Source: an optimization exercise on an open RTL-to-GDS flow (aim: small area). Production flows keep margins and buffers that such runs may drop. In this exercise RTL edits were held to simulation tests only and were not proved equivalent to the original.

==> branch yarrow: inputs <==
Design wht_1d, start of the top module:
module wht_1d #(
    parameter  WIDTH0 = 8,
    parameter  WIDTH1 = 11,
    parameter  WIDTH2 = 13
)(
    input   wire                            clk,
    input   wire                            rst_n,
    input   wire    signed  [WIDTH0-1:0]    blk_i0,
    input   wire    signed  [WIDTH0-1:0]    blk_i1,
    input   wire    signed  [WIDTH0-1:0]    blk_i2,
    input   wire    signed  [WIDTH0-1:0]    blk_i3,
    input   wire    signed  [WIDTH0-1:0]    blk_i4,
    input   wire    signed  [WIDTH0-1:0]    blk_i5,
    input   wire    signed  [WIDTH0-1:0]    blk_i6,
    input   wire    signed  [WIDTH0-1:0]    blk_i7,
    input   wire    signed  [WIDTH0-1:0]    blk_i8,
    input   wire    signed  [WIDTH0-1:0]    blk_i9,
    input   wire    signed  [WIDTH0-1:0]    blk_i10,
    input   wire    signed  [WIDTH0-1:0]    blk_i11,
    input   wire    signed  [WIDTH0-1:0]    blk_i12,
    input   wire    signed  [WIDTH0-1:0]    blk_i13,
    input   wire    signed  [WIDTH0-1:0]    blk_i14,
    input   wire    signed  [WIDTH0-1:0]    blk_i15,
    input   wire                            blk_ivalid,
    output  wire            [WIDTH2-1:0]    blk_o0,
    output  wire            [WIDTH2-1:0]    blk_o1,
    output  wire            [WIDTH2-1:0]    blk_o2,
    output  wire            [WIDTH2-1:0]    blk_o3,
    output  wire            [WIDTH2-1:0]    blk_o4,
    output  wire            [WIDTH2-1:0]    blk_o5,
    output  wire            [WIDTH2-1:0]    blk_o6,
    output  wire            [WIDTH2-1:0]    blk_o7,
    output  wire            [WIDTH2-1:0]    blk_o8,
    output  wire            [WIDTH2-1:0]    blk_o9,
    output  wire            [WIDTH2-1:0]    blk_o10,
    output  wire            [WIDTH2-1:0]    blk_o11,
    output  wire            [WIDTH2-1:0]    blk_o12,
    output  wire            [WIDTH2-1:0]    blk_o13,
    output  wire            [WIDTH2-1:0]    blk_o14,
    output  wire            [WIDTH2-1:0]    blk_o15,
    output  reg                             blk_ovalid
);
clock: 10.0 ns
lec_check: 0
cap_margin: 20
core_margin: 2
core_utilization: 65
place_density: 0.8
slew_margin: 20
synth_hierarchical: 1
standard.sh (not shown) runs the stock make flow with config.mk's settings and CLKGATE_MAP_FILE= SYNTH_SCRIPT=/design/flow/synth_recipe.tcl, a recipe that flattens the netlist after the stock synthesis.
==> flow/flow/run.sh <==
#!/bin/bash
# The standard ORFS layout (standard.sh), with two changes:
#  - port buffers are sky130_fd_sc_hd__buf_1 instead of the default delay buffer;
#  - the clock tree uses clkbuf_4 leaf clusters of up to 11 flip-flops and no dummy loads.
# make's full output goes to flow.log here; ORFS keeps each step's log under orfs/logs/.
set -euo pipefail
export BUFFER_PORTS_ARGS="-buffer_cell sky130_fd_sc_hd__buf_1"
export CTS_ARGS="-sink_clustering_enable -repair_clock_nets -dont_use_dummy_load -buf_list sky130_fd_sc_hd__clkbuf_4 -sink_clustering_size 11 -sink_clustering_max_diameter 50"
bash standard.sh > flow.log 2>&1
==> branch lagoon: changes against branch yarrow <==
--- a/flow/flow/run.sh
+++ b/flow/flow/run.sh
@@ -5,5 +5,5 @@
 # make's full output goes to flow.log here; ORFS keeps each step's log under orfs/logs/.
 set -euo pipefail
 export BUFFER_PORTS_ARGS="-buffer_cell sky130_fd_sc_hd__buf_1"
-export CTS_ARGS="-sink_clustering_enable -repair_clock_nets -dont_use_dummy_load -buf_list sky130_fd_sc_hd__clkbuf_4 -sink_clustering_size 11 -sink_clustering_max_diameter 50"
+export CTS_ARGS="-sink_clustering_enable -repair_clock_nets -dont_use_dummy_load -buf_list sky130_fd_sc_hd__clkbuf_4 -sink_clustering_size 11 -sink_clustering_max_diameter 60"
 bash standard.sh > flow.log 2>&1
CORE_UTILIZATION = 50   (was 65)
PLACE_DENSITY = 0.65   (was 0.8)
==> summary of the runs <==
- Setup slack: branch lagoon is worse than branch yarrow (0.12 ns).
- Between branch yarrow and branch lagoon, the lower routed wire length is in branch yarrow (gap about 6.4%, measured against branch lagoon).
- Of branch lagoon and branch yarrow, branch lagoon has the higher final cell count (gap 6.6%, measured against branch yarrow).
- Branch lagoon finished with timing, DRC and antenna clean. Branch yarrow finished clean.
- Against branch yarrow, the first-iteration DRC count of branch lagoon is larger by 35%.
- Of branch yarrow and branch lagoon, branch yarrow has the higher clock skew (gap 0.0068 ns).
==> figures <==
Biggest cell delay along the critical path: branch yarrow 0.59 ns; branch lagoon 0.63 ns
Status: branch yarrow no timing/DRC/antenna violations; branch lagoon no timing/DRC/antenna violations
Global Route met2 Usage: branch yarrow 0.443; branch lagoon 0.354
Antenna diodes: branch yarrow 2; branch lagoon 1
Highest layer used for signal routing: branch yarrow met4; branch lagoon met5
Setup ws final: branch yarrow 0.477 ns; branch lagoon 0.358 ns
Placed cell count: branch yarrow 2177; branch lagoon 2324
Number of design-rule violations left by the first detailed-router iteration: branch yarrow 327; branch lagoon 443
Fraction of cell area in non-clock buffers: branch yarrow 0.0515; branch lagoon 0.0511
Data arrival time of the worst path: branch yarrow 7.52 ns; branch lagoon 7.64 ns
Layout-to-synthesis area ratio: branch yarrow 1.029x; branch lagoon 1.038x
Met1 wire length: branch yarrow 17300 microns; branch lagoon 19300 microns

-- re-timing with driven ports --
In the flow no input, the clock included, has a driving cell. The finished layouts below were timed again as built, in two steps. Step 1 assumes that a clkbuf_16 drives the clock port and a buf_2 every other input. Step 2 adds t to the input delays and takes it off the output delays; t is the mean of the earliest and latest rising clock arrival at the registers after step 1. Input paths then give back, and output paths get back, about the clock's delay inside the block. Three values: ideal ports, drivers, drivers and shift; two values: the first two.
run | shift t [ns] | setup slack, ns | worst setup path at the end | slew at the worst register clock pin (ns)
branch yarrow | 0.770 | 0.477 / 0.428 / 1.199 | register to output | 0.12 / 0.12
branch lagoon | 0.811 | 0.358 / 0.301 / 1.112 | register to output | 0.12 / 0.12
After both steps setup and hold are still met in every run listed.
